Source: an optimization exercise on an open RTL-to-GDS flow (aim: small area). Production flows keep margins and buffers that such runs may drop. Function was checked by simulation only, so behaviour that the tests miss may differ from the original.

==> design.v <==
`timescale 1ns / 1ps
module CPU(
    input [7:0] Ins,
    input RESET,
    input sCLK,
    output [6:0] SEG1,
    output [6:0] SEG2,
    output [6:0] SEG3,
    output [6:0] SEG4,
    output [6:0] SEG5,
    output [7:0] ADD
    );
	wire [1:0] op = Ins[7:6];
	wire [1:0] rs = Ins[5:4];
	wire [1:0] rt = Ins[3:2];
	wire [1:0] rd = Ins[1:0];
	wire [7:0] imm = {{6{Ins[1]}}, Ins[1:0]};
	wire is_add   = (op == 2'b00);
	wire is_load  = (op == 2'b01);
	wire is_store = (op == 2'b10);
	wire is_jump  = (op == 2'b11);
	reg [7:0] pc;
	always @(posedge sCLK or posedge RESET)
		if (RESET) pc <= 8'd0;
		else pc <= pc + 8'd1 + (is_jump ? imm : 8'd0);
	assign ADD = pc;
	reg [7:0] r [0:3];
	wire [7:0] A = r[rs];
	wire [7:0] B = r[rt];
	wire [7:0] sum = A + (is_add ? B : imm);
	wire [4:0] addr = sum[4:0];
	reg [7:0] m [0:31];
	reg [31:0] mv;
	wire [7:0] init = addr[4] ? (8'd0 - {4'd0, addr[3:0]}) : {4'd0, addr[3:0]};
	wire [7:0] mrd = mv[addr] ? m[addr] : init;
	always @(posedge sCLK)
		if (is_store) m[addr] <= B;
	always @(posedge sCLK or posedge RESET)
		if (RESET) mv <= 32'd0;
		else if (is_store) mv[addr] <= 1'b1;
	wire [7:0] W = is_load ? mrd : sum;
	wire [1:0] wr = is_load ? rt : rd;
	always @(posedge sCLK or posedge RESET)
		if (RESET) begin
			r[0] <= 8'd0; r[1] <= 8'd0; r[2] <= 8'd0; r[3] <= 8'd0;
		end else if (is_add | is_load)
			r[wr] <= W;
	function [6:0] hex7(input [3:0] h);
		case (h)
			4'h0: hex7 = 7'b0111111; 4'h1: hex7 = 7'b0000110;
			4'h2: hex7 = 7'b1011011; 4'h3: hex7 = 7'b1001111;
			4'h4: hex7 = 7'b1100110; 4'h5: hex7 = 7'b1101101;
			4'h6: hex7 = 7'b1111101; 4'h7: hex7 = 7'b0000111;
			4'h8: hex7 = 7'b1111111; 4'h9: hex7 = 7'b1101111;
			4'hA: hex7 = 7'b1110111; 4'hB: hex7 = 7'b1111100;
			4'hC: hex7 = 7'b0111001; 4'hD: hex7 = 7'b1011110;
			4'hE: hex7 = 7'b1111001; default: hex7 = 7'b1110001;
		endcase
	endfunction
	assign SEG1 = is_store ? 7'b1101101 : is_jump ? 7'b0001110 : hex7(W[7:4]);
	assign SEG2 = is_store ? 7'b1111000 : is_jump ? 7'b0111110 : hex7(W[3:0]);
	assign SEG3 = is_store ? 7'b0111111 : is_jump ? 7'b0110111 : 7'b0000000;
	assign SEG4 = is_store ? 7'b1110000 : is_jump ? 7'b0110111 : 7'b0000000;
	assign SEG5 = is_store ? 7'b1111001 : is_jump ? 7'b1110011 : 7'b0000000;
endmodule
==> flow/run.sh <==
#!/bin/bash
# Own layout flow: the standard synthesis, then the logic between the
# flip-flops re-mapped for area (flow/resynth.tcl, flip-flops untouched), then
# the standard ORFS flow with smaller port and clock buffers.
# Each tool's output goes to a log file of its own in this folder.
set -euo pipefail
HERE=$(pwd)
R=$HERE/orfs/results/sky130hd/CPU/base
CTSBUF=${CTSBUF:-sky130_fd_sc_hd__clkbuf_4}
CTSCL=${CTSCL:--sink_clustering_max_diameter 50 -sink_clustering_size 10}
VARS=(
  "CTS_ARGS=-sink_clustering_enable -repair_clock_nets -dont_use_dummy_load -buf_list $CTSBUF $CTSCL"
  "PRE_RESIZE_TCL=$HERE/flow/pre_resize.tcl"
  "PRE_GLOBAL_PLACE_TCL=$HERE/flow/pre_gpl.tcl"
)
bash standard.sh "${VARS[@]}" synth > make_synth.log 2>&1
cp $R/1_2_yosys.v $HERE/standard_synth.v
printf 'set_driving_cell sky130_fd_sc_hd__buf_1\nset_load 5\n' > $HERE/abc.constr
# Re-map in rounds: each round maps the previous round's netlist with every
# script in flow/area*.abc and keeps the smallest; stop when a round gains nothing.
SCRIPTS="$(ls $HERE/flow/area*.abc | tr '\n' ' ')"
LIB=$FLOW_HOME/platforms/sky130hd/lib/sky130_fd_sc_hd__tt_025C_1v80.lib
prev=$HERE/standard_synth.v
prev_area=1e12
for round in 1 2 3 4; do
  LIB=$LIB IN=$prev OUT=$HERE/resynth_$round.v TOP=$FLOW_TOP \
  ABC_SCRIPTS="$SCRIPTS" ABC_CONSTR=$HERE/abc.constr STAT=$HERE/resynth_stat_$round.txt \
    yosys -c $HERE/flow/resynth.tcl > resynth_$round.log 2>&1
  area=$(sed -n "s/.*Chip area for module '[^']*': *\([0-9.]*\).*/\1/p" $HERE/resynth_stat_$round.txt | tail -1)
  echo "round $round area $area (previous $prev_area)" >> resynth_rounds.log
  if awk -v a="$area" -v b="$prev_area" 'BEGIN{exit !(a < b - 1)}'; then
    prev=$HERE/resynth_$round.v; prev_area=$area
  else
    break
  fi
done
cp $prev $R/1_2_yosys.v
rm -f $R/1_synth.odb $R/1_synth.sdc
bash standard.sh "${VARS[@]}" finish > make_finish.log 2>&1
==> flow/area1.abc <==
strash
dch
&get -n
&st
&dch
&nf -R 1000 -p
&put
mfs2 -a
strash
&get -n
&st
&dch
&nf -R 1000 -p
&put
topo
stime -c
==> flow/area2.abc <==
strash
dc2
dch
&get -n
&st
&dch
&nf -R 1000 -p
&put
mfs2 -a
strash
&get -n
&st
&dch
&nf -R 1000 -p
&put
topo
stime -c
==> flow/area3.abc <==
strash
dch
&get -n
&st
&dch
&nf -R 1000 -p
&put
mfs2 -a
strash
&get -n
&st
&dch
&nf -R 1000 -p
&put
mfs2 -a
strash
&get -n
&st
&dch
&nf -R 1000 -p
&put
topo
stime -c
==> flow/area4.abc <==
strash
&get -n
&st
&syn2
&dch
&nf -R 1000 -p
&put
mfs2 -a
strash
&get -n
&st
&dch
&nf -R 1000 -p
&put
topo
stime -c
==> flow/area5.abc <==
strash
dch
&get -n
&st
&dch
&nf -R 1000 -p
&st
&syn2
&dch
&nf -R 1000 -p
&put
topo
stime -c
==> flow/area6.abc <==
strash
dch -f
&get -n
&st
&dch -f
&nf -R 1000 -p -F 6 -A 6
&put
mfs2 -a
strash
&get -n
&st
&dch -f
&nf -R 1000 -p -F 6 -A 6
&put
topo
stime -c
==> flow/area7.abc <==
strash
dch
&get -n
&st
&dch
&nf -R 1000 -p -E 50
&put
mfs2 -a
strash
&get -n
&st
&dch
&nf -R 1000 -p -E 50
&put
topo
stime -c
==> flow/area8.abc <==
strash
&get -n
&st
&syn3
&dch
&nf -R 1000 -p
&put
mfs2 -a
strash
&get -n
&st
&dch
&nf -R 1000 -p
&put
topo
stime -c
==> flow/area9.abc <==
strash
&get -n
&st
&synch2
&dch
&nf -R 1000 -p
&put
mfs2 -a
strash
&get -n
&st
&dch
&nf -R 1000 -p
&put
topo
stime -c
==> flow/pre_gpl.tcl <==
# Remove the buffers synthesis put on pass-through and port nets; buffer_ports
# then gives every port its own buffer, as in the standard flow.
remove_buffers
# Let the timing-driven placement's repairs use only the small buffers.
set_dont_use {sky130_fd_sc_hd__buf_4 sky130_fd_sc_hd__buf_6 sky130_fd_sc_hd__buf_8 sky130_fd_sc_hd__buf_12 sky130_fd_sc_hd__buf_16 sky130_fd_sc_hd__bufbuf_8 sky130_fd_sc_hd__bufbuf_16 sky130_fd_sc_hd__clkbuf_4 sky130_fd_sc_hd__clkbuf_8 sky130_fd_sc_hd__clkbuf_16}
==> flow/pre_resize.tcl <==
# Shrink the port buffers that buffer_ports inserted to the smallest buffer.
foreach inst [get_cells -quiet {input* output*}] {
  set name [get_full_name $inst]
  set master [get_property $inst ref_name]
  if {[string match "sky130_fd_sc_hd__*buf*" $master] && $master ne "sky130_fd_sc_hd__buf_1"} {
    replace_cell $name sky130_fd_sc_hd__buf_1
  }
}
# Keep repair_design from reaching for the largest buffers.
set_dont_use {sky130_fd_sc_hd__buf_16 sky130_fd_sc_hd__buf_12 sky130_fd_sc_hd__bufbuf_16 sky130_fd_sc_hd__bufbuf_8 sky130_fd_sc_hd__bufinv_16 sky130_fd_sc_hd__bufinv_8}
==> flow/resynth.tcl <==
# Re-map the combinational logic of the standard synthesis netlist for area.
# The flip-flops (and their instance names) are kept as they are: every
# sequential cell is a black box here, so only the logic between them changes.
yosys -import
set lib $::env(LIB)
read_liberty -ignore_miss_func $lib
read_verilog $::env(IN)
hierarchy -top $::env(TOP)
set f [open $lib r]; set txt [read $f]; close $f
foreach {- m} [regexp -all -inline {cell\s*\(\s*"?(sky130_fd_sc_hd__\w+)"?\s*\)} $txt] {
  if {[regexp {__(s?e?df|dl|sdl)} $m]} { blackbox $m }
}
flatten
opt_clean -purge
techmap
opt -fast
set dont_use {}
foreach c {sky130_fd_sc_hd__lpflow_bleeder_1 sky130_fd_sc_hd__lpflow_clkbufkapwr_1 sky130_fd_sc_hd__lpflow_clkbufkapwr_16 sky130_fd_sc_hd__lpflow_clkbufkapwr_2 sky130_fd_sc_hd__lpflow_clkbufkapwr_4 sky130_fd_sc_hd__lpflow_clkbufkapwr_8 sky130_fd_sc_hd__lpflow_clkinvkapwr_1 sky130_fd_sc_hd__lpflow_clkinvkapwr_16 sky130_fd_sc_hd__lpflow_clkinvkapwr_2 sky130_fd_sc_hd__lpflow_clkinvkapwr_4 sky130_fd_sc_hd__lpflow_clkinvkapwr_8 sky130_fd_sc_hd__lpflow_decapkapwr_12 sky130_fd_sc_hd__lpflow_decapkapwr_3 sky130_fd_sc_hd__lpflow_decapkapwr_4 sky130_fd_sc_hd__lpflow_decapkapwr_6 sky130_fd_sc_hd__lpflow_decapkapwr_8 sky130_fd_sc_hd__lpflow_inputiso0n_1 sky130_fd_sc_hd__lpflow_inputiso0p_1 sky130_fd_sc_hd__lpflow_inputiso1n_1 sky130_fd_sc_hd__lpflow_inputiso1p_1 sky130_fd_sc_hd__lpflow_inputisolatch_1 sky130_fd_sc_hd__lpflow_isobufsrc_1 sky130_fd_sc_hd__lpflow_isobufsrc_16 sky130_fd_sc_hd__lpflow_isobufsrc_2 sky130_fd_sc_hd__lpflow_isobufsrc_4 sky130_fd_sc_hd__lpflow_isobufsrc_8 sky130_fd_sc_hd__lpflow_isobufsrckapwr_16 sky130_fd_sc_hd__lpflow_lsbuf_lh_hl_isowell_tap_1 sky130_fd_sc_hd__lpflow_lsbuf_lh_hl_isowell_tap_2 sky130_fd_sc_hd__lpflow_lsbuf_lh_hl_isowell_tap_4 sky130_fd_sc_hd__lpflow_lsbuf_lh_isowell_4 sky130_fd_sc_hd__lpflow_lsbuf_lh_isowell_tap_1 sky130_fd_sc_hd__lpflow_lsbuf_lh_isowell_tap_2 sky130_fd_sc_hd__lpflow_lsbuf_lh_isowell_tap_4 sky130_fd_sc_hd__probe_p_8 sky130_fd_sc_hd__probec_p_8} { lappend dont_use -dont_use $c }
# Map with each of the ABC scripts given and keep the smallest result.
design -save unmapped
set best_area -1
set best_script ""
foreach script $::env(ABC_SCRIPTS) {
  design -load unmapped
  abc -liberty $lib {*}$dont_use -script $script -constr $::env(ABC_CONSTR)
  opt_clean -purge
  read_liberty -lib -overwrite $lib
  set st [tee -q -s result.string stat -liberty $lib]
  regexp {Chip area for module '[^']*': ([0-9.]+)} $st -> area
  puts "RESYNTH $script area $area"
  if {$best_area < 0 || $area < $best_area} {
    set best_area $area
    set best_script $script
    design -save best
  }
}
puts "RESYNTH best $best_script area $best_area"
design -load best
hilomap -singleton -hicell sky130_fd_sc_hd__conb_1 HI -locell sky130_fd_sc_hd__conb_1 LO
insbuf -buf sky130_fd_sc_hd__buf_1 A X
opt_clean -purge
check -assert
tee -o $::env(STAT) stat -liberty $lib
write_verilog -noattr -nohex -nodec $::env(OUT)
==> standard.sh <==
#!/bin/bash
# synth_recipe.tcl (not shown) runs the flow's synth.tcl, then flattens the netlist and writes it again
# the make line also repeats each setting of config.mk as NAME=value (left out here)
make -C /OpenROAD-flow-scripts/flow DESIGN_CONFIG=/design/flow/config.mk WORK_HOME=/design/flow/orfs CLKGATE_MAP_FILE= SYNTH_SCRIPT=/design/flow/synth_recipe.tcl "${@:-finish}"
==> config.mk <==
export PLATFORM = sky130hd
export DESIGN_NAME = CPU
export DESIGN_NICKNAME = CPU
export VERILOG_FILES = /design/flow/design.v
export SDC_FILE = /design/flow/constraint.sdc
export NUM_CORES = 4
export LEC_CHECK = 0
export CAP_MARGIN = 20
export CORE_MARGIN = 2
export CORE_UTILIZATION = 70
export GPL_TIMING_DRIVEN = 1
export PLACE_DENSITY = 0.8
export SLEW_MARGIN = 20
==> constraint.sdc <==
create_clock -name core_clock -period 11.0 [get_ports {sCLK}]
set_input_delay 2.2000 -clock core_clock [delete_from_list [all_inputs] [get_ports {sCLK}]]
set_output_delay 2.2000 -clock core_clock [all_outputs]
set_load 0.01 [all_outputs]
==> results.yml, run 1 <==
clock_network:
  cts_tree: "done"
  cts_resized: 0
  clkLatencyLatePin_ns: 0.70
  cts_setup_buffers: 0
  clk_pin_slew_ns: 0.11
  cts_made_buffers: 39
  cts_root_buf: "clkbuf_4"
  cts_num_sinks: 328
  cts_max_path_buffers: 3
  cts-hold-fix-buffers: 0
  htree_num_levels: 2
timing:
  tns_ns: 0
  period_share_pct: 94.9
  whs_ns: 0.479
  drv_slew: 0
  tightest_slew_ns: 1.15
  clock.fmax_mhz: 95.8
  setup_viol_count_final: 0
  finClkSkew_ns: 0.0633
  rsz0062_at_grt: "no"
  timing.final.crit_period_ns: 10.44
  slew-limit-headroom_pct: 23.4
  hold_viol: 0
layout:
  nFillCells: 1207
  multi_input_area_um2: 3660
  ff_latch_area_um2: 9490
  drive_gt1_share_pct: 6.45
  fin_nets: 1128
  postLayoutCoreUtil_pct: 76.1
  syn_to_final_growth_pct: 6.96
floorplanning:
  ioPinCount: 53
  die_area_um2: 20100
  start_util_pct: 71.1
  fp.dieH_um: 142
  rows: 50
  die-width_um: 142
  core_um2: 18600
route:
  finalWirelength_um: 35800
  initialDrtViolationCount: 1532
  drt-wirelength-per-cell_um: 26.5
  via_per_inst: 7.11
  drtAntennaViolNets: 0
  dr.pass1.iters: 7
  drcViolationCount: 0
  via_count: 9599
worst_hold_path:
  hold_start: "pc[7]"
  hp-class: "register to register"
worst_setup_path:
  worstSetupEndpointType: "output port"
  cp.arrival_ns: 8.24
  r2r-start: "r[2][0]"
  required_ns: 8.80
  crit_path_start_kind: "input port"
  worstSetupStartpoint: "Ins[2]"
  path_class: "input port to output port"
  crit_path_max_fanout: 9
place:
  gp_congestion: 0.966
  hpwl_um: 23800
  port_buffers: 49
yosys:
  syn-cell-area_um2: 13300
  syn_inst: 999
  yosysWarningCount: 2
  syn_avg_cell_area_um2: 13.3
run:
  maxCapViolations: 0
grt:
  grt_antenna_before_repair: 2
  grt_usage_pct: 36.4
  grt_pass1_vias: 9174
  grt_pass1_wl_um: 53600
  grt-ovfl-total: 0
  grt_start_max_net_pins: 33
run_status:
  outcome: "finished clean"
-- cells in the final DEF (no fill, tap or decap), types with 3 or more instances in the layout --
cell type / count
a21boi_0: 4
a21o_1: 6
a21oi_1: 37
a221oi_1: 3
a222oi_1: 10
a22oi_1: 3
a31oi_1: 7
and2_0: 4
and3_1: 4
buf_1: 88
buf_2: 15
clkbuf_4: 39
clkinv_1: 9
conb_1: 3
dfrtp_1: 72
edfxtp_1: 256
maj3_1: 3
mux2_1: 4
mux4_2: 8
nand2_1: 97
nand2b_1: 9
nand3_1: 7
nand4_1: 5
nor2_1: 104
nor2_2: 8
nor2b_1: 5
nor3_1: 17
nor4_1: 6
o21ai_0: 66
o221ai_1: 10
o22a_1: 3
o22ai_1: 126
o31ai_1: 5
or2_0: 34
or3_1: 3
xnor2_1: 11
xor2_1: 15
-- worst max-delay path: stages --
cell,delay (ns)
buf_1,0.15
nand2_1,0.24
o22ai_1,0.29
o21ai_0,0.11
o21ai_0,0.18
nand2b_1,0.24
clkinv_1,0.09
maj3_1,0.41
maj3_1,0.40
a21o_1,0.16
o21ai_0,0.14
xor2_1,0.42
and2_0,0.51
nand2_1,0.30
o22ai_1,0.35
nor2_1,0.11
and2_0,0.26
nand2_1,0.20
mux2i_1,0.49
or2_0,0.29
and2_0,0.18
nor2_1,0.06
nor4_1,0.25
buf_1,0.19
-- sequential cells by signal (all words and copies together) (netlist names) --
register and flops:
m 256, mv 32, r 32, pc 8
-- per-stage QoR --
stage / std cells / area (um2) / worst slack (ns)
2_1_floorplan: 1001 / 13300 / 1.22
3_3_place_gp: 1311 / 13900 / 0.875
3_5_place_dp: 1311 / 13900 / 0.675
4_1_cts: 1350 / 14200 / 0.655
5_1_grt: 1351 / 14200 / 0.0431
6_report: 1351 / 14200 / 0.558
-- layer usage --
metal	vias up	global-route usage [%]	share of wire [%]
li1	4089	-	-
met1	4624	51.9	37
met2	762	56.4	46
met3	124	8.20	13
met4	0	13.7	4.2
met5	-	0	0
-- path summary, 6_finish.rpt --
check,end,slack (ns),cells past startpoint
max,SEG2[0],0.56,24
min,pc[7],0.48,1
max reg2reg,r[0][4],5.29,20
min reg2reg,pc[7],0.48,1
max in group asynchronous,mv[18],7.98,3
min in group asynchronous,pc[6],1.59,2
-- cell type report --
class	instances	area share [%]
antenna	1	0.0176
multi-input combinational	636	25.8
tap	234	2.06
inverter	10	0.265
sequential	328	66.9
timing repair buffer	103	2.86
clock buffer	39	2.06
==> run 2, diff against run 1 <==
--- a/config.mk
+++ b/config.mk
@@ -9,5 +9,5 @@
 export CORE_MARGIN = 2
 export CORE_UTILIZATION = 70
-export GPL_TIMING_DRIVEN = 1
+export GPL_TIMING_DRIVEN = 0
 export PLACE_DENSITY = 0.8
 export SLEW_MARGIN = 20
==> run 2 against run 1 <==
  * Synthesized area is the same
  * Utilization grew 1.1 points
  * Sequential share of layout area shrank 0.92 points
  * Cell count shrank 3.0%
  * Critical path depth grew 1
  * Die area is the same
  * Still clean on timing, DRC and antenna
  * Worst setup slack lost 0.28 ns
==> results.yml, run 2 <==
run_status:
  outcome: "finished clean"
worst_hold_path:
  hold_depth: 1
  hp-class: "register to register"
grt:
  grt_pass1_wl_um: 51000
  grt-ovfl-total: 0
  grt_usage_pct: 34.6
  grt_start_max_net_pins: 73
  grt_pass1_vias: 8894
  grt_antenna_before_repair: 1
route:
  via_per_inst: 7.06
  initialDrtViolationCount: 1371
  drtAntennaViolNets: 0
  finalWirelength_um: 34300
  dr.pass1.iters: 6
  drt-wirelength-per-cell_um: 26.1
  drcViolationCount: 0
  via_count: 9254
worst_setup_path:
  rr_worst_depth: 20
  crit_path_max_fanout: 9
  worstSetupEndpointType: "output port"
  path_class: "input port to output port"
  crit_path_start_kind: "input port"
  cp.arrival_ns: 8.53
  required_ns: 8.80
layout:
  stdcell_area_um2: 14400
  mostFrequentLayoutCells: "edfxtp_1 (256), o22ai_1 (118), nor2_1 (100)"
  drive_gt1_share_pct: 10.1
  instances_no_fill: 1311
  multi_input_area_um2: 3920
  fin_nets: 1087
  largest_register: "m"
  reg_top3: "m (256), mv (32), r (32)"
  syn_to_final_growth_pct: 8.45
  largest_register_ff_count: 256
  ff_latch_area_um2: 9490
  nFillCells: 1175
  mostFrequentLayoutCell: "edfxtp_1"
timing:
  drv_slew: 0
  timing.final.crit_period_ns: 10.73
  finClkSkew_ns: 0.0435
  period_share_pct: 97.5
  tightest_slew_ns: 1.14
  hold_viol: 0
  clock.fmax_mhz: 93.2
  whs_ns: 0.473
  slew-limit-headroom_pct: 23.4
  setup_viol_count_final: 0
clock_network:
  cts_root_buf: "clkbuf_4"
  cts_num_sinks: 328
  cts_tree: "done"
  htree_num_levels: 2
  cts_max_path_buffers: 3
  clkLatencyLatePin_ns: 0.68
  cts_made_buffers: 39
  clk_pin_slew_ns: 0.04
place:
  placedCellCount: 1266
  place_area_um2: 13800
  gp_congestion: 0.879
  port_buffers: 49
  hpwl_um: 21400
floorplanning:
  start_util_pct: 71.1
  die_area_um2: 20100
  ioPinCount: 53
  core_um2: 18600
  fp.dieH_um: 142
  rows: 50
  die-width_um: 142
yosys:
  syn-cell-area_um2: 13300
  yosysWarningCount: 2
  syn_inst: 999
  syn_avg_cell_area_um2: 13.3
run:
  maxCapViolations: 0
run 2: critical path, cell delays in order:
cell and delay (ns):
buf_1 0.10, nand2b_1 0.37, o22ai_2 0.30, o21ai_0 0.16
o21ai_0 0.23, nand2b_2 0.29, clkinv_1 0.11, maj3_1 0.47
maj3_1 0.45, a21o_1 0.17, o21ai_0 0.19, xor2_2 0.41
and2_2 0.36, nand2_1 0.27, o22ai_2 0.36, nor2_1 0.08
and2_0 0.26, nand2_2 0.22, a31oi_1 0.11, nor3_4 0.42
clkinvlp_4 0.29, nand2_1 0.14, nor2_1 0.07, nor4_1 0.28
buf_1 0.19
run 2: path summary, 6_finish.rpt:
| check | to | slack [ns] | from |
|---|---|---|---|
| worst max-delay path | SEG2[0] | 0.27 | Ins[3] |
| worst min-delay path | mv[15] | 0.47 | mv[15] |
| worst max register to register | r[1][1] | 5.17 | r[3][0] |
| worst min register to register | mv[15] | 0.47 | mv[15] |
| max in group asynchronous | mv[23] | 8.91 | RESET |
| min in group asynchronous | mv[4] | 1.63 | RESET |
run 2: repair_timing:
item / in CTS / in global routing
cloned: 1 / 0
endpoints found under the setup margin: 14 / 14
buffers inserted: 0 / 3
pin swaps: 3 / 2
hold buffers: 0 / 0
resized for setup: 23 / 20
run 2: layout make-up:
cell class | instances | share of cell area [%]
well taps | 234 | 2.04
flip-flops and latches | 328 | 66.0
repair buffers | 61 | 2.32
multi-input cells | 637 | 27.2
clock buffers | 39 | 2.04
diodes | 2 | 0.0348
inverters | 10 | 0.322
run 2: metal layers:
metal  vias up  wire length (um)  track usage [%]
met3       103              4240             9.11
li1       4008                 -                -
met1      4513             12800             48.7
met5         -                 0                0
met2       630             15700             51.5
met4         0              1600             16.7
run 2: stage by stage:
step | utilization (%) | worst slack, ns | setup TNS [ns]
after floorplan | - | 1.22 | 0
after global placement | 73.2 | -2.23 | -28.19
after detailed placement | 74.3 | -0.904 | -9.15
after CTS | 76.5 | 0.00374 | 0
after global routing | 77.1 | -0.0887 | -0.230
final | 77.1 | 0.275 | 0
==> run 3, diff against run 2 <==
--- a/config.mk
+++ b/config.mk
@@ -6,8 +6,8 @@
 export NUM_CORES = 4
 export LEC_CHECK = 0
-export CAP_MARGIN = 20
+export CAP_MARGIN = 5
 export CORE_MARGIN = 2
 export CORE_UTILIZATION = 70
-export GPL_TIMING_DRIVEN = 0
+export GPL_TIMING_DRIVEN = 1
 export PLACE_DENSITY = 0.8
-export SLEW_MARGIN = 20
+export SLEW_MARGIN = 5
==> run 3 against run 2 <==
  * Still clean
  * Non-clock buffer count is 42 higher
  * Clock-buffer cell count stayed put
  * Sequential share of layout area is 0.92 points higher
  * Register-to-register slack better by 0.12 ns
  * Synthesized cell count stayed put
  * Critical endpoint unchanged
  * Largest cell class unchanged
==> results.yml, run 3 <==
run_status:
  outcome: "finished clean"
worst_setup_path:
  required_ns: 8.80
  crit_path_max_fanout: 9
  cp.arrival_ns: 8.24
  path_class: "input port to output port"
  worstSetupEndpointType: "output port"
  crit_path_start_kind: "input port"
  worst-r2r-setup-slack_ns: 5.29
layout:
  drive_gt1_share_pct: 6.45
  nFillCells: 1207
  instances_no_fill: 1351
  largest_register: "m"
  mostFrequentLayoutCell: "edfxtp_1"
  mostFrequentLayoutCells: "edfxtp_1 (256), o22ai_1 (126), nor2_1 (104)"
  fin_nets: 1128
  postLayoutCoreUtil_pct: 76.1
  syn_to_final_growth_pct: 6.96
  reg_top3: "m (256), mv (32), r (32)"
  largest_register_ff_count: 256
worst_hold_path:
  hp-class: "register to register"
floorplanning:
  die-width_um: 142
  core_um2: 18600
  die_area_um2: 20100
  ioPinCount: 53
  fp.dieH_um: 142
  rows: 50
  start_util_pct: 71.1
timing:
  rsz0062_at_grt: "no"
  finalWorstSetupSlack_ns: 0.558
  hold_viol: 0
  timing.final.crit_period_ns: 10.44
  finClkSkew_ns: 0.0633
  clock.fmax_mhz: 95.8
  tns_ns: 0
  slew-limit-headroom_pct: 23.4
  setup_viol_count_final: 0
  drv_slew: 0
  period_share_pct: 94.9
  tightest_slew_ns: 1.15
place:
  preCtsSetupSlack_ns: 0.675
  port_buffers: 49
  hpwl_um: 23800
  gp_congestion: 0.966
  placedCellCount: 1311
clock_network:
  clkLatencyLatePin_ns: 0.70
  cts_setup_buffers: 0
  cts_tree: "done"
  cts_made_buffers: 39
  clk_pin_slew_ns: 0.11
  cts_num_sinks: 328
  cts_max_path_buffers: 3
  cts_resized: 0
  cts-hold-fix-buffers: 0
  cts_root_buf: "clkbuf_4"
  htree_num_levels: 2
grt:
  grt-ovfl-total: 0
  grt_antenna_before_repair: 2
  use_met3_pct: 8.20
  grt_usage_pct: 36.4
  grt_pass1_vias: 9174
  grt_start_max_net_pins: 33
  top_usage_layer: "met2"
  met2_usage_pct: 56.4
  use_met1_pct: 51.9
  grt_pass1_wl_um: 53600
route:
  dr.pass1.iters: 7
  via_per_inst: 7.11
  finalWirelength_um: 35800
  initialDrtViolationCount: 1532
  drcViolationCount: 0
  drtAntennaViolNets: 0
  drt-wirelength-per-cell_um: 26.5
  via_count: 9599
yosys:
  yosysWarningCount: 2
  syn_avg_cell_area_um2: 13.3
  syn_inst: 999
  syn-cell-area_um2: 13300
run:
  maxCapViolations: 0
==> run 3: cell types whose count changed in the layout (fill, tap and decap cells not counted), moves of 3 or more <==
cell	delta
nand2_2	-9
a21oi_1	+3
nor2_1	+4
nand2_1	+9
xor2_1	+5
buf_2	+15
o22ai_2	-6
buf_4	-4
nor2_2	+4
buf_1	+40
o22ai_1	+8
xor2_2	-5
nor2_4	-9
buf_8	-6
==> run 3: cell type report <==
type | instances | area, um2 | area share (%)
multi-input cells | 636 | 3660 | 25.8
diodes | 1 | 2.50 | 0.0176
inverters | 10 | 37.5 | 0.265
clock buffers | 39 | 293 | 2.06
well taps | 234 | 293 | 2.06
flip-flops and latches | 328 | 9490 | 66.9
repair buffers | 103 | 405 | 2.86
==> run 3: metal layers <==
| layer | vias up | part of all wire, % |
|---|---|---|
| met5 | - | 0 |
| met4 | 0 | 4.2 |
| met3 | 124 | 13 |
| met2 | 762 | 46 |
| met1 | 4624 | 37 |
| li1 | 4089 | - |
==> run 3: critical path, stage by stage <==
cell and delay, ns:
buf_1 0.15, nand2_1 0.24, o22ai_1 0.29, o21ai_0 0.11
o21ai_0 0.18, nand2b_1 0.24, clkinv_1 0.09, maj3_1 0.41
maj3_1 0.40, a21o_1 0.16, o21ai_0 0.14, xor2_1 0.42
and2_0 0.51, nand2_1 0.30, o22ai_1 0.35, nor2_1 0.11
and2_0 0.26, nand2_1 0.20, mux2i_1 0.49, or2_0 0.29
and2_0 0.18, nor2_1 0.06, nor4_1 0.25, buf_1 0.19
==> run 3: through the flow <==
stage               hold slack [ns]  cell area [um2]
finish                        0.479            14200
global route                  0.500            14200
CTS                           0.480            14200
floorplan                     0.440            13300
global placement              0.456            13900
detailed placement            0.462            13900
==> run 3: path summary, 6_finish.rpt <==
path,startpoint,endpoint,depth (start not counted)
worst min-delay path,pc[7],pc[7],1
min in group asynchronous,RESET,pc[6],2
worst max-delay path,Ins[2],SEG2[0],24
worst min register to register,pc[7],pc[7],1
max in group asynchronous,RESET,mv[18],3
worst max register to register,r[2][0],r[0][4],20
==> run 4, diff against run 3 <==
--- a/flow/run.sh
+++ b/flow/run.sh
@@ -7,6 +7,6 @@
 HERE=$(pwd)
 R=$HERE/orfs/results/sky130hd/CPU/base
-CTSBUF=${CTSBUF:-sky130_fd_sc_hd__clkbuf_4}
-CTSCL=${CTSCL:--sink_clustering_max_diameter 50 -sink_clustering_size 10}
+CTSBUF=${CTSBUF:-sky130_fd_sc_hd__clkbuf_8}
+CTSCL=${CTSCL:--sink_clustering_max_diameter 80 -sink_clustering_size 15}
 VARS=(
   "CTS_ARGS=-sink_clustering_enable -repair_clock_nets -dont_use_dummy_load -buf_list $CTSBUF $CTSCL"
--- a/config.mk
+++ b/config.mk
@@ -6,8 +6,8 @@
 export NUM_CORES = 4
 export LEC_CHECK = 0
-export CAP_MARGIN = 5
+export CAP_MARGIN = 20
 export CORE_MARGIN = 2
 export CORE_UTILIZATION = 70
 export GPL_TIMING_DRIVEN = 1
 export PLACE_DENSITY = 0.8
-export SLEW_MARGIN = 5
+export SLEW_MARGIN = 20
==> run 4 against run 3 <==
  * Global-route usage decreased by 0.43 points
  * Die area unchanged
  * Utilization grew 0.28 points
  * Clock-buffer cell count down 14
  * Final area up 0.36%
  * Sequential share of layout area down 0.24 points
  * Critical endpoint unchanged
  * Worst hold slack worse by 0.0021 ns
  * Critical path type unchanged
  * Via count fell by 0.84%
  * Synthesized area unchanged
==> results.yml, run 4 <==
run_status:
  outcome: "finished clean"
worst_setup_path:
  cp.arrival_ns: 8.30
  worst-r2r-setup-slack_ns: 5.26
  crit_buf_inv: 3
  required_ns: 8.80
  reg2reg_to: "r[0][4]"
  slowest_delay_ns: 0.52
  crit_path_max_fanout: 9
  path_class: "input port to output port"
  cp_top_family: "simple AND/OR/NAND/NOR gates"
  cp-endpoint: "SEG2[0]"
  worstSetupStartpoint: "Ins[3]"
  rr_worst_depth: 20
  worstPathCellList: "buf_1 > nand2_1 > o22ai_1 > o21ai_0 > o21ai_0 > nand2b_1 > clkinv_1 > maj3_1 > maj3_1 > a21o_1 > o21ai_0 > xor2_1 > and2_0 > nand2_1 > o22ai_1 > nor2_1 > and2_0 > nand2_1 > mux2i_1 > or2_0 > and2_0 > nor2_1 > nor4_1 > buf_1"
  worstSetupEndpointType: "output port"
  worst-path-stages: 24
  crit_slowest_cell: "and2_0"
  crit_path_start_kind: "input port"
  r2r-start: "r[2][0]"
timing:
  timing.final.crit_period_ns: 10.50
  finClkSkew_ns: 0.0351
  slew-limit-headroom_pct: 20.4
  rsz0062_at_grt: "no"
  finalWorstSetupSlack_ns: 0.504
  hold_viol: 0
  drv_slew: 0
  clock.fmax_mhz: 95.3
  tns_ns: 0
  period_share_pct: 95.4
  whs_ns: 0.476
  tightest_slew_ns: 1.19
  setup_viol_count_final: 0
floorplanning:
  die-width_um: 142
  rows: 50
  die_area_um2: 20100
  fp.dieH_um: 142
  ioPinCount: 53
  start_util_pct: 71.1
  core_um2: 18600
run:
  maxCapViolations: 0
grt:
  grt_pass1_vias: 9046
  met2_usage_pct: 55.7
  use_met1_pct: 52.4
  grt-ovfl-total: 0
  grt_usage_pct: 36.0
  grt_start_max_net_pins: 33
  grt_pass1_wl_um: 53300
  use_met3_pct: 7.12
  top_usage_layer: "met2"
  grt_antenna_before_repair: 1
yosys:
  syn_avg_cell_area_um2: 13.3
  syn-cell-area_um2: 13300
  yosysWarningCount: 2
  syn_inst: 999
clock_network:
  cts_num_sinks: 328
  cts_setup_buffers: 0
  cts_tree: "done"
  htree_num_levels: 1
  clk_pin_slew_ns: 0.08
  clkLatencyLatePin_ns: 0.59
  cts_max_path_buffers: 3
  cts_root_buf: "clkbuf_8"
  cts_made_buffers: 25
  cts_resized: 0
  cts-hold-fix-buffers: 0
layout:
  mostFrequentLayoutCells: "edfxtp_1 (256), o22ai_1 (126), nor2_1 (104)"
  largest_register: "m"
  drive_gt1_share_pct: 5.26
  nFillCells: 1181
  mostFrequentLayoutCell: "edfxtp_1"
  reg_top3: "m (256), mv (32), r (32)"
  syn_to_final_growth_pct: 7.34
  largest_register_ff_count: 256
  fin_nets: 1114
route:
  finalWirelength_um: 35700
  dr.pass1.iters: 6
  drcViolationCount: 0
  drt-wirelength-per-cell_um: 26.7
  via_per_inst: 7.12
  initialDrtViolationCount: 1459
  drtAntennaViolNets: 0
  via_count: 9518
place:
  gp_congestion: 0.966
  port_buffers: 49
  preCtsSetupSlack_ns: 0.675
  hpwl_um: 23800
worst_hold_path:
  hp-class: "register to register"
[run 4: cell types whose count changed in the layout (fill, tap and decap cells not counted)]
cell	change
clkbuf_4	-39
clkbuf_8	+25
[run 4: layer usage]
layer,share of wire (%),up-vias
li1,-,4040
met1,37,4621
met2,46,740
met3,13,117
met4,3.8,0
met5,0,-
[run 4: worst reg2reg max path: cells and delay by family, from the launching register on]
family / cells / cell delay [ns]
flip-flops: 1 / 0.42
adder cells (fa/ha/maj): 2 / 0.81
XOR/XNOR: 1 / 0.43
buffers and inverters: 2 / 0.39
AND/OR/NAND/NOR: 7 / 2.11
AO/OA/AOI/OAI: 8 / 1.46
[run 4: layout make-up]
| class | instances | area, um2 | share of cell area [%] |
|---|---|---|---|
| diodes | 1 | 2.50 | 0.0176 |
| well taps | 234 | 293 | 2.06 |
| multi-input cells | 636 | 3660 | 25.7 |
| repair buffers | 103 | 405 | 2.85 |
| flip-flops and latches | 328 | 9490 | 66.7 |
| inverters | 10 | 37.5 | 0.264 |
| clock buffers | 25 | 344 | 2.42 |
[run 4: how the worst min path moves through the flow]
stage | to | startpoint | cells after the start
6_report | pc[7] | pc[7] | 1
5_1_grt | pc[7] | pc[7] | 1
4_1_cts | pc[7] | pc[7] | 1
3_5_place_dp | pc[7] | pc[7] | 1
3_3_place_gp | pc[7] | pc[7] | 1
2_1_floorplan | pc[7] | pc[7] | 1
[run 4: stage by stage]
| step | std cells | utilization [%] | cell area [um2] |
|---|---|---|---|
| finish | 1337 | 76.3 | 14200 |
| global route | 1336 | 76.3 | 14200 |
| CTS | 1336 | 76.3 | 14200 |
| detailed placement | 1311 | 74.5 | 13900 |
| global placement | 1311 | 74.5 | 13900 |
| floorplan | 1001 | - | 13300 |
==> run 5, diff against run 4 <==
--- a/design.v
+++ b/design.v
@@ -21,4 +21,5 @@
 	wire is_jump  = (op == 2'b11);
 	reg [7:0] pc;
+	wire [7:0] off = is_jump ? {{6{Ins[1] & ~Ins[0]}}, Ins[1] ^ Ins[0], ~Ins[0]} : 8'd1;
 	always @(posedge sCLK or posedge RESET)
 		if (RESET) pc <= 8'd0;
@@ -36,4 +37,5 @@
 	always @(posedge sCLK)
 		if (is_store) m[addr] <= B;
+	integer i;
 	always @(posedge sCLK or posedge RESET)
 		if (RESET) mv <= 32'd0;
==> run 5 against run 4 <==
  * Register-to-register slack improved by 0.14 ns
  * Worst hold slack improved by 0.011 ns
  * Non-clock buffer count down 8
==> results.yml, run 5 <==
clock_network:
  cts_tree: "done"
  cts-hold-fix-buffers: 0
  clkLatencyLatePin_ns: 0.58
  cts_num_sinks: 328
  cts_made_buffers: 25
  htree_num_levels: 1
  cts_max_path_buffers: 3
  cts_root_buf: "clkbuf_8"
  clk_pin_slew_ns: 0.09
place:
  gp_congestion: 1.02
  hpwl_um: 22700
  placedCellCount: 1300
  port_buffers: 49
layout:
  reg_top3: "m (256), mv (32), r (32)"
  antenna_cells: 0
  fin_nets: 1103
  syn_to_final_growth_pct: 7.34
  mostFrequentLayoutCell: "edfxtp_1"
  drive_gt1_share_pct: 5.77
  mostFrequentLayoutCells: "edfxtp_1 (256), o22ai_1 (139), nor2_1 (103)"
  instances_no_fill: 1325
  largest_register: "m"
  largest_register_ff_count: 256
worst_setup_path:
  required_ns: 8.80
  worstSetupEndpointType: "output port"
  cp-endpoint: "SEG1[5]"
  crit_path_start_kind: "input port"
  r2r-start: "r[1][0]"
  reg2reg_to: "r[0][5]"
  rr_worst_depth: 19
  worstSetupStartpoint: "Ins[2]"
  path_class: "input port to output port"
  worst-r2r-setup-slack_ns: 5.40
  cp.arrival_ns: 8.24
  crit_path_max_fanout: 13
route:
  initialDrtViolationCount: 1234
  drtAntennaViolNets: 0
  finalWirelength_um: 34400
  drt-wirelength-per-cell_um: 25.9
  drcViolationCount: 0
  via_per_inst: 7.06
  dr.pass1.iters: 6
  via_count: 9358
run_status:
  outcome: "finished clean"
grt:
  grt_pass1_wl_um: 51500
  grt_pass1_vias: 8693
  grt_antenna_before_repair: 0
  grt_start_max_net_pins: 38
  grt-ovfl-total: 0
  grt_usage_pct: 34.5
floorplanning:
  start_util_pct: 71.0
  core_um2: 18600
  die_area_um2: 20000
  fp.dieH_um: 142
  rows: 50
  ioPinCount: 53
  die-width_um: 142
timing:
  period_share_pct: 94.9
  finClkSkew_ns: 0.0549
  drv_slew: 0
  clock.fmax_mhz: 95.8
  slew-limit-headroom_pct: 25.3
  tns_ns: 0
  rsz0062_at_grt: "no"
  timing.final.crit_period_ns: 10.44
  tightest_slew_ns: 1.12
  setup_viol_count_final: 0
  whs_ns: 0.487
  hold_viol: 0
yosys:
  yosysWarningCount: 2
  syn_avg_cell_area_um2: 13.3
  syn_inst: 996
  syn-cell-area_um2: 13200
run:
  maxCapViolations: 0
worst_hold_path:
  hp-class: "register to register"
run 5: layout make-up:
cell class,instances,area [um2]
Timing Repair Buffer,95,373
Clock buffer,25,344
Sequential cell,328,9490
Tap cell,234,293
Multi-Input combinational cell,635,3680
Inverter,8,31.3
Fill cell,1200,4440
run 5: worst min path at each step:
stage / cells after the start / slack [ns] / from / to
2_1_floorplan: 1 / 0.44 / mv[26] / mv[26]
3_3_place_gp: 1 / 0.45 / mv[28] / mv[28]
3_5_place_dp: 1 / 0.46 / mv[28] / mv[28]
4_1_cts: 1 / 0.49 / mv[28] / mv[28]
5_1_grt: 1 / 0.51 / mv[15] / mv[15]
6_report: 1 / 0.49 / mv[15] / mv[15]
run 5: through the flow:
stage	instance area, um2	utilization, %	setup slack [ns]
finish	14200	76.2	0.563
global route	14200	76.2	0.134
CTS	14200	76.1	0.435
detailed placement	13900	74.3	0.464
global placement	13800	74.3	0.711
floorplan	13200	-	0.0810
run 5: routing by layer:
layer  track usage (%)  vias up  part of all wire (%)
met4              13.8        0                   4.5
met1              51.4     4499                    38
met2              52.4      681                    46
met5                 0        -                     0
li1                  -     4054                     -
met3              5.77      124                    12
run 5: timing repair:
action,4_1_cts,5_1_grt
buffers inserted,0,0
endpoints found under the hold margin,0,0
endpoints found under the setup margin,0,10
gates resized for setup,0,1
run 5: worst max-delay path, stage by stage:
cell and delay, ns:
buf_1 0.10, or2_0 0.40, o22ai_1 0.23, nor2_2 0.05, mux2_1 0.36, nand2_1 0.15, o21ai_0 0.09, buf_1 0.16
maj3_1 0.43, mux2i_1 0.25, xnor2_1 0.12, buf_1 0.29, nand3_1 0.27, nor3_1 0.09, or3_1 0.40, nor4_2 0.59
nor2_1 0.28, and3_1 0.25, nor3_1 0.53, buf_1 0.32, maj3_1 0.20, o21ai_0 0.07, o21ai_0 0.20, buf_1 0.18

static timing again, ports no longer ideal:
The flow's constraints put no driver on any port. The routed layouts listed below were extracted and timed again, unchanged, in two steps.
Step 1 sets driving cells, clkbuf_16 on the clock port and buf_2 on the other inputs (assumed; they add their load-dependent delay and slew).
Step 2, shift: input delay + t, output delay - t, t = (earliest + latest rising clock arrival at the registers) / 2. This alone moves slack from input paths to output paths.
a / b / c = ideal ports / drivers / drivers and shift; a / b = the first two.
run | shift t [ns] | setup slack, ns | hold WS [ns] | worst data-port slew with drivers (ns)
run 1 | 0.696 | 0.558 / 0.537 / 0.537 | 0.479 / 0.479 / 0.479 | 0.04
run 2 | 0.690 | 0.275 / 0.253 / 0.253 | 0.473 / 0.473 / 0.473 | 0.04
run 3 | 0.696 | 0.558 / 0.537 / 0.537 | 0.479 / 0.479 / 0.479 | 0.04
run 4 | 0.611 | 0.504 / 0.482 / 0.482 | 0.476 / 0.476 / 0.476 | 0.04
run 5 | 0.597 | 0.563 / 0.540 / 0.540 | 0.487 / 0.487 / 0.487 | 0.03
After both steps setup and hold are still met in every run listed. The setup slack of run 5, which loses most, moves by -0.023 ns with the drivers and by -0.023 ns with both steps.
